Source: an optimization exercise on an open RTL-to-GDS flow (aim: small area). Production flows keep margins and buffers that such runs may drop. Function was checked by simulation only, so behaviour that the tests miss may differ from the original. No activity file was given, so power comes from the tool's default toggle rates.

==> config.mk <==
export PLATFORM = sky130hd
export DESIGN_NAME = battleship
export DESIGN_NICKNAME = battleship
export VERILOG_FILES = /design/flow/design.v
export SDC_FILE = /design/flow/constraint.sdc
export NUM_CORES = 4
export LEC_CHECK = 0
export CAP_MARGIN = 20
export CORE_MARGIN = 2
export CORE_UTILIZATION = 40
export SLEW_MARGIN = 20
==> run.sh <==
#!/bin/bash
# synth_recipe.tcl (not shown) runs the flow's synth.tcl, then flattens the netlist and writes it again
# the make line also repeats each setting of config.mk as NAME=value (left out here)
make -C /OpenROAD-flow-scripts/flow DESIGN_CONFIG=/design/flow/config.mk WORK_HOME=/design/flow/orfs CLKGATE_MAP_FILE= SYNTH_SCRIPT=/design/flow/synth_recipe.tcl finish
==> design.v <==
module battleship (
  input            clk,
  input            rst,
  input            start,
  input      [1:0] X,
  input      [1:0] Y,
  input            pAb,
  input            pBb,
  output reg [7:0] disp0,
  output reg [7:0] disp1,
  output reg [7:0] disp2,
  output reg [7:0] disp3,
  output reg [7:0] led
);
parameter IDLE = 8'd0;         
parameter SHOW_A = 8'd1;       
parameter A_IN = 8'd2;         
parameter ERROR_A = 8'd3;      
parameter SHOW_B = 8'd4;       
parameter B_IN = 8'd5;         
parameter ERROR_B = 8'd6;      
parameter SHOW_SCORE = 8'd7;   
parameter A_SHOOT = 8'd8;      
parameter A_SINK = 8'd9;      
parameter A_WIN = 8'd10;       
parameter B_SHOOT = 8'd11;     
parameter B_SINK = 8'd12;      
parameter B_WIN = 8'd13;       
parameter ROUND_SCORE = 8'd14; 
parameter A_GAME_OVER = 8'd15; 
parameter A_GAME_OVER1 = 8'd16;
parameter B_GAME_OVER = 8'd17; 
parameter B_GAME_OVER1 = 8'd18;
reg [1:0] z;
reg [4:0] state; 
reg [4:0] next_state;
reg [15:0]mapA;
reg [15:0]mapB;
reg [2:0] score_A; 
reg [2:0]score_B;
reg [15:0] timer;  
reg [15:0] timer_winner;
reg [1:0] input_count_A;
reg [1:0] input_count_B;
reg [3:0] index; 
reg [2:0] A_game;        
reg [2:0] B_game;        
reg [2:0] player_will_start;   
always @(*) begin
disp0 = 8'b00000000;
disp1 = 8'b00000000;
disp2 = 8'b00000000;
disp3 = 8'b00000000;
led = 8'b00000000;
case (state)
  IDLE: begin
    disp3 = 8'b00000110;  
    disp2 = 8'b01011110;  
    disp1 = 8'b00111000; 
    disp0 = 8'b01111001;  
    led = 8'b10011001;
  end
  SHOW_A: begin
    disp3 = 8'b01110111; 
    led = 8'b10011001;
  end
  A_IN: begin
    led = 8'b10000000;
    led[7:4] = {1'b1,1'b0, input_count_A};
    case (X)
      2'b00: disp1 = 8'b00111111; 
      2'b01: disp1 = 8'b00000110; 
      2'b10: disp1 = 8'b01011011; 
      2'b11: disp1 = 8'b01001111; 
      default: disp1 = 8'b11111111; 
    endcase
    case (Y)
      2'b00: disp0 = 8'b00111111; 
      2'b01: disp0 = 8'b00000110; 
      2'b10: disp0 = 8'b01011011; 
      2'b11: disp0 = 8'b01001111; 
      default: disp0 = 8'b11111111; 
    endcase
  end
  ERROR_A: begin
    disp3 = 8'b01111001;  
    disp2 = 8'b01010000;  
    disp1 = 8'b01010000;  
    disp0 = 8'b01011100;  
    led = 8'b10011001;
  end
  SHOW_B: begin
    disp3 = 8'b01111100;  
    led = 8'b10011001;
  end
  B_IN: begin
    led[4:0] = {input_count_B,1'b0,1'b1};
    case (X)
      2'b00: disp1 = 8'b00111111; 
      2'b01: disp1 = 8'b00000110; 
      2'b10: disp1 = 8'b01011011; 
      2'b11: disp1 = 8'b01001111; 
      default: disp1 = 8'b11111111; 
    endcase
    case (Y)
      2'b00: disp0 = 8'b00111111; 
      2'b01: disp0 = 8'b00000110; 
      2'b10: disp0 = 8'b01011011; 
      2'b11: disp0 = 8'b01001111;
      default: disp0 = 8'b11111111; 
    endcase
  end
  ERROR_B: begin
    disp3 = 8'b01111001;  
    disp2 = 8'b01010000;  
    disp1 = 8'b01010000;  
    disp0 = 8'b01011100;  
    led = 8'b10011001;
  end
  SHOW_SCORE: begin
    case (A_game)
    3'b000: disp2 = 8'b00111111; 
    3'b001: disp2 = 8'b00000110;
    3'b010: disp2 = 8'b01011011; 
    default: disp2 = 8'b11111111; 
  endcase
  disp1 = 8'b01000000;  
  case (B_game)
  3'b000: disp0 = 8'b00111111; 
  3'b001: disp0 = 8'b00000110; 
  3'b010: disp0 = 8'b01011011; 
    default: disp0 = 8'b11111111; 
  endcase
  led = 8'b10101010;
  end
  A_SHOOT:begin
    led[7]={1'b1};
    led[6:4] = {1'b0,score_A};
    led[3:2]={score_B};
    case (X)
      2'b00: disp1 = 8'b00111111; 
      2'b01: disp1 = 8'b00000110; 
      2'b10: disp1 = 8'b01011011; 
      2'b11: disp1 = 8'b01001111; 
      default: disp1 = 8'b11111111; 
    endcase
    case (Y)
      2'b00: disp0 = 8'b00111111; 
      2'b01: disp0 = 8'b00000110; 
      2'b10: disp0 = 8'b01011011; 
      2'b11: disp0 = 8'b01001111; 
      default: disp0 = 8'b11111111; 
    endcase
  end
  A_SINK:begin
    if (z) begin
      led = 8'b11111111; 
    end
else begin
  led = 8'b00000000; 
end
    case (score_A)
    3'b000: disp2 = 8'b00111111; 
    3'b001: disp2 = 8'b00000110; 
    3'b010: disp2 = 8'b01011011; 
    3'b011: disp2 = 8'b01001111; 
    3'b100: disp2 = 8'b01100110; 
    default: disp2 = 8'b11111111; 
  endcase
  disp1 = 8'b01000000;  
  case (score_B)
  3'b000: disp0 = 8'b00111111; 
  3'b001: disp0 = 8'b00000110; 
  3'b010: disp0 = 8'b01011011;
  3'b011: disp0 = 8'b01001111; 
  3'b100: disp0 = 8'b01100110; 
    default: disp0 = 8'b11111111; 
  endcase
end
  B_SINK:begin
    if (z) begin
      led = 8'b11111111; 
    end
else begin
  led = 8'b00000000; 
end
    case (score_A)
    3'b000: disp2 = 8'b00111111; 
    3'b001: disp2 = 8'b00000110; 
    3'b010: disp2 = 8'b01011011; 
    3'b011: disp2 = 8'b01001111; 
    3'b100: disp2 = 8'b01100110;
    default: disp2 = 8'b11111111; 
  endcase
  disp1 = 8'b01000000;  
  case (score_B)
  3'b000: disp0 = 8'b00111111; 
  3'b001: disp0 = 8'b00000110; 
  3'b010: disp0 = 8'b01011011; 
  3'b011: disp0 = 8'b01001111; 
  3'b100: disp0 = 8'b01100110; 
    default: disp0 = 8'b11111111; 
  endcase
  end
  B_SHOOT:begin
    led[0]={1'b1};
    led[1]={1'b0};
    led[3:2]={score_B};
    led[5:4]={score_A}; 
    case (X)
      2'b00: disp1 = 8'b00111111; 
      2'b01: disp1 = 8'b00000110; 
      2'b10: disp1 = 8'b01011011; 
      2'b11: disp1 = 8'b01001111; 
      default: disp1 = 8'b11111111; 
    endcase
    case (Y)
      2'b00: disp0 = 8'b00111111; 
      2'b01: disp0 = 8'b00000110; 
      2'b10: disp0 = 8'b01011011; 
      2'b11: disp0 = 8'b01001111; 
      default: disp0 = 8'b11111111;
    endcase
  end
  A_WIN: begin
  disp3 = 8'b01110111;  
  case (score_A)
    3'b000: disp2 = 8'b00111111; 
    3'b001: disp2 = 8'b00000110;
    3'b010: disp2 = 8'b01011011; 
    3'b011: disp2 = 8'b01001111; 
    3'b100: disp2 = 8'b01100110; 
    default: disp2 = 8'b11111111; 
  endcase
  disp1 = 8'b01000000;  
  case (score_B)
  3'b000: disp0 = 8'b00111111; 
  3'b001: disp0 = 8'b00000110; 
  3'b010: disp0 = 8'b01011011; 
  3'b011: disp0 = 8'b01001111; 
  3'b100: disp0 = 8'b01100110; 
    default: disp0 = 8'b11111111; 
  endcase
  led = 8'b10101010;
  end
  B_WIN: begin
    disp3 = 8'b01111100;  
    case (score_A)
      3'b000: disp2 = 8'b00111111; 
      3'b001: disp2 = 8'b00000110;
      3'b010: disp2 = 8'b01011011; 
      3'b011: disp2 = 8'b01001111; 
      3'b100: disp2 = 8'b01100110; 
      default: disp2 = 8'b11111111; 
    endcase
    disp1 = 8'b01000000;  
    case (score_B)
    3'b000: disp0 = 8'b00111111; 
    3'b001: disp0 = 8'b00000110; 
    3'b010: disp0 = 8'b01011011; 
    3'b011: disp0 = 8'b01001111; 
    3'b100: disp0 = 8'b01100110; 
      default: disp0 = 8'b11111111; 
    endcase
    led = 8'b10101010;
    end
    ROUND_SCORE:begin
      if(player_will_start==0)begin
        disp3 = 8'b01110111; 
      end
       else begin
        disp3 = 8'b01111100;  
      end
      case (A_game)
        3'b000: disp2 = 8'b00111111; 
        3'b001: disp2 = 8'b00000110;
        3'b010: disp2 = 8'b01011011; 
        default: disp2 = 8'b11111111; 
      endcase
      disp1 = 8'b01000000;  
      case (B_game)
      3'b000: disp0 = 8'b00111111; 
      3'b001: disp0 = 8'b00000110; 
      3'b010: disp0 = 8'b01011011; 
        default: disp0 = 8'b11111111; 
      endcase
      led = 8'b10101010;
    end
  A_GAME_OVER: begin
    disp3 = 8'b01110111;  
    case (A_game)
      3'b000: disp2 = 8'b00111111; 
      3'b001: disp2 = 8'b00000110;
      3'b010: disp2 = 8'b01011011;
      default: disp2 = 8'b11111111; 
    endcase
    disp1 = 8'b01000000;  
    case (B_game)
    3'b000: disp0 = 8'b00111111; 
    3'b001: disp0 = 8'b00000110; 
    3'b010: disp0 = 8'b01011011; 
      default: disp0 = 8'b11111111; 
    endcase
    led = 8'b10101010;
    end
    A_GAME_OVER1:begin
      disp3 = 8'b01110111;  
      case (A_game)
        3'b000: disp2 = 8'b00111111; 
        3'b001: disp2 = 8'b00000110; 
        3'b010: disp2 = 8'b01011011;  
        default: disp2 = 8'b11111111; 
      endcase
      disp1 = 8'b01000000;  
      case (B_game)
      3'b000: disp0 = 8'b00111111; 
      3'b001: disp0 = 8'b00000110; 
      3'b010: disp0 = 8'b01011011; 
        default: disp0 = 8'b11111111; 
      endcase
      led = 8'b01010101;
    end
    B_GAME_OVER: begin
    disp3 = 8'b01111100;  
    case (A_game)
      3'b000: disp2 = 8'b00111111; 
      3'b001: disp2 = 8'b00000110; 
      3'b010: disp2 = 8'b01011011; 
      default: disp2 = 8'b11111111; 
    endcase
    disp1 = 8'b01000000;  
    case (B_game)
      3'b000: disp0 = 8'b00111111; 
      3'b001: disp0 = 8'b00000110; 
      3'b010: disp0 = 8'b01011011; 
      default: disp0 = 8'b11111111; 
    endcase
    led = 8'b10101010;
end
  B_GAME_OVER1:begin
    disp3 = 8'b01111100;  
    case (A_game)
      3'b000: disp2 = 8'b00111111; 
      3'b001: disp2 = 8'b00000110; 
      3'b010: disp2 = 8'b01011011;
      default: disp2 = 8'b11111111; 
    endcase
    disp1 = 8'b01000000;  
    case (B_game)
      3'b000: disp0 = 8'b00111111; 
      3'b001: disp0 = 8'b00000110; 
      3'b010: disp0 = 8'b01011011; 
      default: disp0 = 8'b11111111; 
    endcase
    led = 8'b01010101;
  end
  endcase
end
always @(posedge clk or posedge rst) begin
if (rst) begin
  state <= IDLE;
  next_state <= IDLE;
  score_A <= 0;
  A_game<=0;
  score_B <= 0;
  B_game<=0;
  input_count_A <= 0;
  input_count_B <= 0;
  timer <= 0;
  timer_winner<= 0;
  player_will_start<=0;
  mapA[0] <= 0; mapA[1] <= 0; mapA[2] <= 0; mapA[3] <= 0;
  mapA[4] <= 0; mapA[5] <= 0; mapA[6] <= 0; mapA[7] <= 0;
  mapA[8] <= 0; mapA[9] <= 0; mapA[10] <= 0; mapA[11] <= 0;
  mapA[12] <= 0; mapA[13] <= 0; mapA[14] <= 0; mapA[15] <= 0;
  mapB[0] <= 0; mapB[1] <= 0; mapB[2] <= 0; mapB[3] <= 0;
  mapB[4] <= 0; mapB[5] <= 0; mapB[6] <= 0; mapB[7] <= 0;
  mapB[8] <= 0; mapB[9] <= 0; mapB[10] <= 0; mapB[11] <= 0;
  mapB[12] <= 0; mapB[13] <= 0; mapB[14] <= 0; mapB[15] <= 0;
end else begin
  state <= next_state;
  index <= Y * 4 + X;
  case (state)
  IDLE: if (start) begin
    player_will_start<=0;
    timer <= 0;
    next_state <= SHOW_A;
  end         
  SHOW_A: if (timer == 30) begin 
    next_state <= A_IN ;
    timer <= 0;
  end else begin
    timer <= timer + 1;
  end 
  A_IN: begin
    timer <= 0;
    if (pAb && mapA[index] == 0) begin
      mapA[index] <= 1;
      if (input_count_A == 3) 
        if (player_will_start==0)begin
          next_state <= SHOW_B;
        end
        else begin
          next_state<=SHOW_SCORE;
        end
      else 
        input_count_A <= input_count_A + 1;
    end else if (pAb && mapA[index] == 1) 
      next_state <= ERROR_A;
  end
  ERROR_A: if (timer == 30) begin 
    next_state <= A_IN;
    timer <= 0;
  end else begin
    timer <= timer + 1;
  end
  SHOW_B: if (timer == 30) begin
    next_state <= B_IN ;
    timer <= 0;
  end else begin
    timer <= timer + 1;
  end 
  B_IN: begin
    timer <= 0;
    if (pBb) begin
      if (mapB[index] == 0) begin
        mapB[index] <= 1;
        if (input_count_B < 3) begin
          input_count_B <= input_count_B + 1;
          next_state <= B_IN;
        end else begin
          input_count_B <= input_count_B + 1; 
          if(player_will_start==1)begin
            next_state<=SHOW_A;
          end else begin
            next_state <= SHOW_SCORE;
          end
        end
      end else begin
        next_state <= ERROR_B;
      end
    end
  end
  ERROR_B: if (timer == 30) begin 
    next_state <= B_IN;
    timer <= 0;
  end else begin
    timer <= timer + 1;
  end
  SHOW_SCORE: if (timer == 50)begin
    if(player_will_start==1)begin
      next_state <= B_SHOOT;
    end else begin
      next_state <= A_SHOOT;
    end 
  end
  else begin
    timer <= timer + 1;
  end 
  A_SHOOT: if (pAb) begin
    timer <= 0;
    if (mapB[index]) begin
      score_A <= score_A + 1;
      mapB[index] <= 0;
      z <= 1; 
      next_state <= A_SINK;
    end else 
      z <= 0; 
      next_state <= A_SINK;
  end
  A_SINK: if (timer == 50) begin 
    timer_winner <= timer_winner + 1;
    timer <= 0;
    if (score_A >= 4) 
      next_state <= A_WIN;
    else 
      next_state <= B_SHOOT;
  end else timer <= timer + 1;
  B_SHOOT: if (pBb) begin
    timer<=0;
    if (mapA[index]) begin
      score_B <= score_B + 1;
      mapA[index] <= 0;
      z <= 1; 
      next_state <= B_SINK;
    end else 
      z <= 0; 
      next_state <= B_SINK;
  end
  B_SINK: if (timer == 50) begin 
    timer<=0;
    timer_winner<=0;
    if (score_B >=4) 
      next_state <= B_WIN;
    else 
      next_state <= A_SHOOT;
  end else timer <= timer + 1;
    A_WIN:if(timer==50) begin
      player_will_start <= 0; 
      timer <= 0;
      if (A_game+1==2) begin 
        A_game<=A_game+1;
        next_state <= A_GAME_OVER;
      end else begin
        A_game <= A_game + 1; 
        next_state <= ROUND_SCORE;
      end
    end else begin
        timer <= timer + 1;
    end
    B_WIN: if (timer==50) begin
      player_will_start <= 1; 
      timer <= 0;
      if (B_game +1== 2) begin 
        B_game<=B_game+1;
        next_state <= B_GAME_OVER;
      end else begin
        B_game <= B_game + 1; 
        next_state <= ROUND_SCORE; 
      end
    end else begin
      timer <= timer + 1;
    end
    ROUND_SCORE: if (timer == 100) begin
      score_A <= 0;         
      score_B <= 0;
      input_count_A <= 0;   
      input_count_B <= 0;
      timer <= 0;
      mapA[0] <= 0; mapA[1] <= 0; mapA[2] <= 0; mapA[3] <= 0;
      mapA[4] <= 0; mapA[5] <= 0; mapA[6] <= 0; mapA[7] <= 0;
      mapA[8] <= 0; mapA[9] <= 0; mapA[10] <= 0; mapA[11] <= 0;
      mapA[12] <= 0; mapA[13] <= 0; mapA[14] <= 0; mapA[15] <= 0;
      mapB[0] <= 0; mapB[1] <= 0; mapB[2] <= 0; mapB[3] <= 0;
      mapB[4] <= 0; mapB[5] <= 0; mapB[6] <= 0; mapB[7] <= 0;
      mapB[8] <= 0; mapB[9] <= 0; mapB[10] <= 0; mapB[11] <= 0;
      mapB[12] <= 0; mapB[13] <= 0; mapB[14] <= 0; mapB[15] <= 0;
      if (player_will_start == 0) begin
        next_state <= SHOW_A;
      end else begin
        next_state <= SHOW_B; 
      end
    end else begin
      timer <= timer + 1;
    end
    A_GAME_OVER: if(timer==50)begin
        timer<=0;
        next_state<=A_GAME_OVER1;
      end else begin
        timer<=timer+1;
      end
      A_GAME_OVER1: if(timer==50)begin
        timer<=0;
        next_state<=A_GAME_OVER;
      end else begin
        timer<=timer+1;
      end
      B_GAME_OVER: if(timer==50)begin
        timer<=0;
        next_state<=B_GAME_OVER1;
      end else begin
        timer<=timer+1;
      end
      B_GAME_OVER1: if(timer==50)begin
        timer<=0;
        next_state<=B_GAME_OVER;
      end else begin
        timer<=timer+1;
      end
  endcase
end
end
endmodule
==> constraint.sdc <==
create_clock -name core_clock -period 10.0 [get_ports {clk}]
set_input_delay 2.0000 -clock core_clock [delete_from_list [all_inputs] [get_ports {clk}]]
set_output_delay 2.0000 -clock core_clock [all_outputs]
set_load 0.01 [all_outputs]
==> reports/metrics.csv <==
metric,value,unit
drt pass-1 iters,5,
asr flop ratio synth,93.8,%
H-tree levels,3,
sequential cell area fraction in the yosys report,33.4,%
hold buffers post-CTS,0,
share of the synthesized area in the top cell type,31.0,%
Mapped Area,6060,um^2
gr usage total,23.5,%
r2r endpoint,mapB[14],
Clk pwr share,15.9,%
WS Path Type,in -> out,
CTS tree,yes,
Ports,49,
Cells after Synth,756,
Post-Syn Area per Cell,8.02,um^2
CP Max Fanout,5,
Post-Synth Simple-Gate Area,21.7,%
"EDFF count, synth",5,
unrepaired setup endpoints after global routing,false,
Multi-input gate area,3660,um^2
Yosys cell types,66,
root buffer cell,clkbuf_16,
DRC viols,0,
Core Footprint,15000,um^2
fin crit period,5.87,ns
Max VDD drop,169,uV
final net count,803,
largest net degree at the start of global routing,73,
Final Skew,0.00999,ns
worst skew pair latency,0.35,ns
I/O Buffers,46,
final wirelength,18600,um
final max-slew violation count,0,
Filler cells,1466,
die area,16200,um^2
CTS resizes,0,
critical path's slowest cell,clkdlybuf4s50_1,
fin crit share,58.7,%
die width,127,um
final setup vio count,0,
worst reg2reg path startpoint,index[3],
cell leakage power,2.81,nW
total grt overflow,0,
Layout area overhead,14.1,%
switching share of power,45.4,%
Min-Delay Path Depth,0,
number of synthesized register bits,80,
crit path cell chain,"clkdlybuf4s50_1, inv_1, a21oi_1, o21ai_0, a221oi_1, clkdlybuf4s50_1",
combinational share of power,63.7,%
DR WL/cell,19.4,um
CP startpoint kind,primary input,
Yosys top cell by area,dfrtp_1,
crit path DAT,3.87,ns
reg2reg setup slack,6.45,ns
xor and xnor fraction of the mapped netlist area,2.60,%
hpwl dp,13500,um
Max Cap Viol,0,
Reg2Reg Depth,8,
most frequent cells in the layout,"75 x dfrtp_1, 75 x nand2_1, 74 x o21ai_0",
Max transition margin,29.9,%
multiplexer share of the synthesized area,5.47,%
Sw Pwr,1.09,mW
post-route antenna net violation count,0,
CTS buffer count,9,
# diodes,0,
adder-cell share of the synthesized area,5.98,%
Placer Congestion,0.969,
status,finished clean,
chip height,127,um
first-pass GRT wire length,30100,um
Worst Setup End Kind,primary output,
Setup TNS,0,ns
row cnt,45,
pre-CTS setup slack,4.17,ns
Slowest Stage Delay on Critical Path,0.61,ns
register area,2030,um^2
crit path to,disp1[6],
vias in the first global route,5593,
Slew @ Worst Pin,1.04,ns
worst min path class,reg -> reg,
maximum clock frequency,0.170,GHz
vias per cell,6.04,
fin util,46.0,%
initial antenna violation count,0,
main combinational cell family by area after synthesis,compound AO/OA/AOI/OAI gates,
setup slack after layout,4.13,ns
Int Pwr,1.31,mW
"Reg clk slew, reported paths",0.06,ns
Hold Fails Final Rpt,0,
Power Dens Cells,347,nW/um^2
"Data required, critical path",8.00,ns
layout cell share with drive strength beyond 1,5.19,%
maximum clock path buffer count,2,
CP most frequent cell,clkdlybuf4s50_1,
most used flip-flop cell after synthesis,dfrtp_1,
"top cells by area, synth","dfrtp_1 31%, o21ai_0 6.1%, ha_1 6.0%",
Synth Warn #,1,
Initial DRC Count,455,
Post-CTS Setup Repair Bufs,0,
routed vias,5791,
initial cell density of the core,40.3,%
CTS sink count,80,
CP startpoint,X[1],
Synth Area in Compound Gates,24.5,%
Flop pwr share,20.4,%
-- power by group through the flow --
stage	combinational [mW]	clock, mW	sequential [mW]
after floorplan	0.961	0	0.462
after global placement	1.50	0	0.488
after detailed placement	1.51	0	0.494
after CTS	1.52	0.389	0.489
after global routing	1.66	0.404	0.500
final	1.53	0.381	0.489
-- cells by family after synthesis --
kind of cell               count (synthesis)
buffers and inverters                     88
and+or+nand+nor                          271
adders and majority gates                 29
xor gates and xnor gates                  18
AOI/OAI and AO/OA                        243
other                                      1
DFF                                       80
muxes                                     26
-- sequential cells by signal, indices dropped and copies added, names as in the netlist --
name and count:
mapA 16, mapB 16, timer 16, next_state 5, state 5, index 4, A_game 3, B_game 3
score_A 3, score_B 3, input_count_A 2, input_count_B 2, player_will_start 1, z 1
-- worst min-delay path by stage --
stage               slack, ns          start       end
finish                   0.37  next_state[1]  state[1]
global route             0.38  next_state[4]  state[4]
CTS                      0.37  next_state[4]  state[4]
detailed placement       0.36  next_state[4]  state[4]
global placement         0.36  next_state[0]  state[0]
floorplan                0.35  next_state[0]  state[0]
-- worst max-delay path, delay by kind of cell --
| family | cells | cell delay, ns |
|---|---|---|
| buffers and inverters | 3 | 1.35 |
| AOI/OAI and AO/OA | 3 | 0.53 |
-- layer usage --
metal | routed length, um | vias to the layer above | GRT usage, %
met1 | 8340 | 2816 | 31.3
met4 | 531 | 0 | 8.60
li1 | - | 2756 | -
met2 | 8810 | 180 | 37.9
met5 | 0 | - | 0
met3 | 890 | 39 | 5.15
-- stage by stage --
stage | power [mW] | std cells | cell area, um^2 | hold WS, ns
2_1_floorplan | 1.42 | 757 | 6070 | 0.350
3_3_place_gp | 1.99 | 942 | 6570 | 0.355
3_5_place_dp | 2.00 | 942 | 6570 | 0.360
4_1_cts | 2.39 | 958 | 6910 | 0.375
5_1_grt | 2.57 | 958 | 6920 | 0.383
6_report | 2.40 | 958 | 6920 | 0.374
-- cells in the mapped netlist (all sizes together), types with 3 or more instances --
library cell  count
o21ai           102
dfrtp            75
nand2            75
nor2             67
a21oi            48
clkbuf           31
buf              29
ha               29
inv              28
nand3            27
nor3             23
o31ai            17
mux2i            14
xnor2            13
nand2b           12
or3              11
nor4             10
a31oi             9
nand4             9
o211ai            9
o22ai             8
a21o              7
mux2              7
a221o             6
nor2b             6
nor3b             6
or2               6
edfxtp            5
mux4              5
nand3b            5
xor2              5
a221oi            4
and2              4
a21boi            3
a22oi             3
nor4bb            3
o2111ai           3
o41ai             3
or4               3
-- layout make-up --
cell class	count	share of cell area, %
clock buffers	12	3.87
clock inverters	4	1.07
inverters	28	1.54
multi-input cells	589	53.0
flip-flops and latches	80	29.3
well taps	188	3.40
repair buffers	57	7.85

==> re-timing with driven ports <==
No port has a modelled driver above. Below, the same layout with a new extraction and two added sets of constraints.
Step 1: set_driving_cell puts a clkbuf_16 on clk and a buf_2 on each other input, an assumption about the parent block.
Step 2 times the ports against the registers' clock, not the clock port: input delays grow and output delays shrink by t, the midpoint of the rising clock arrivals with the driver on.
Slacks: no drivers / after step 1 / after step 2; pairs: no drivers / after step 1.
shift t [ns]: 0.387
setup slack, ns: 4.132 / 4.106 / 4.106
worst setup path after step 2: input to output
latest minus earliest clock arrival (ns): 0.010 / 0.011
pins driven straight from the clock port: 1
After both steps setup and hold are still met in this run. For this run, drivers alone change the setup slack by -0.026 ns; drivers and shift together by -0.026 ns.
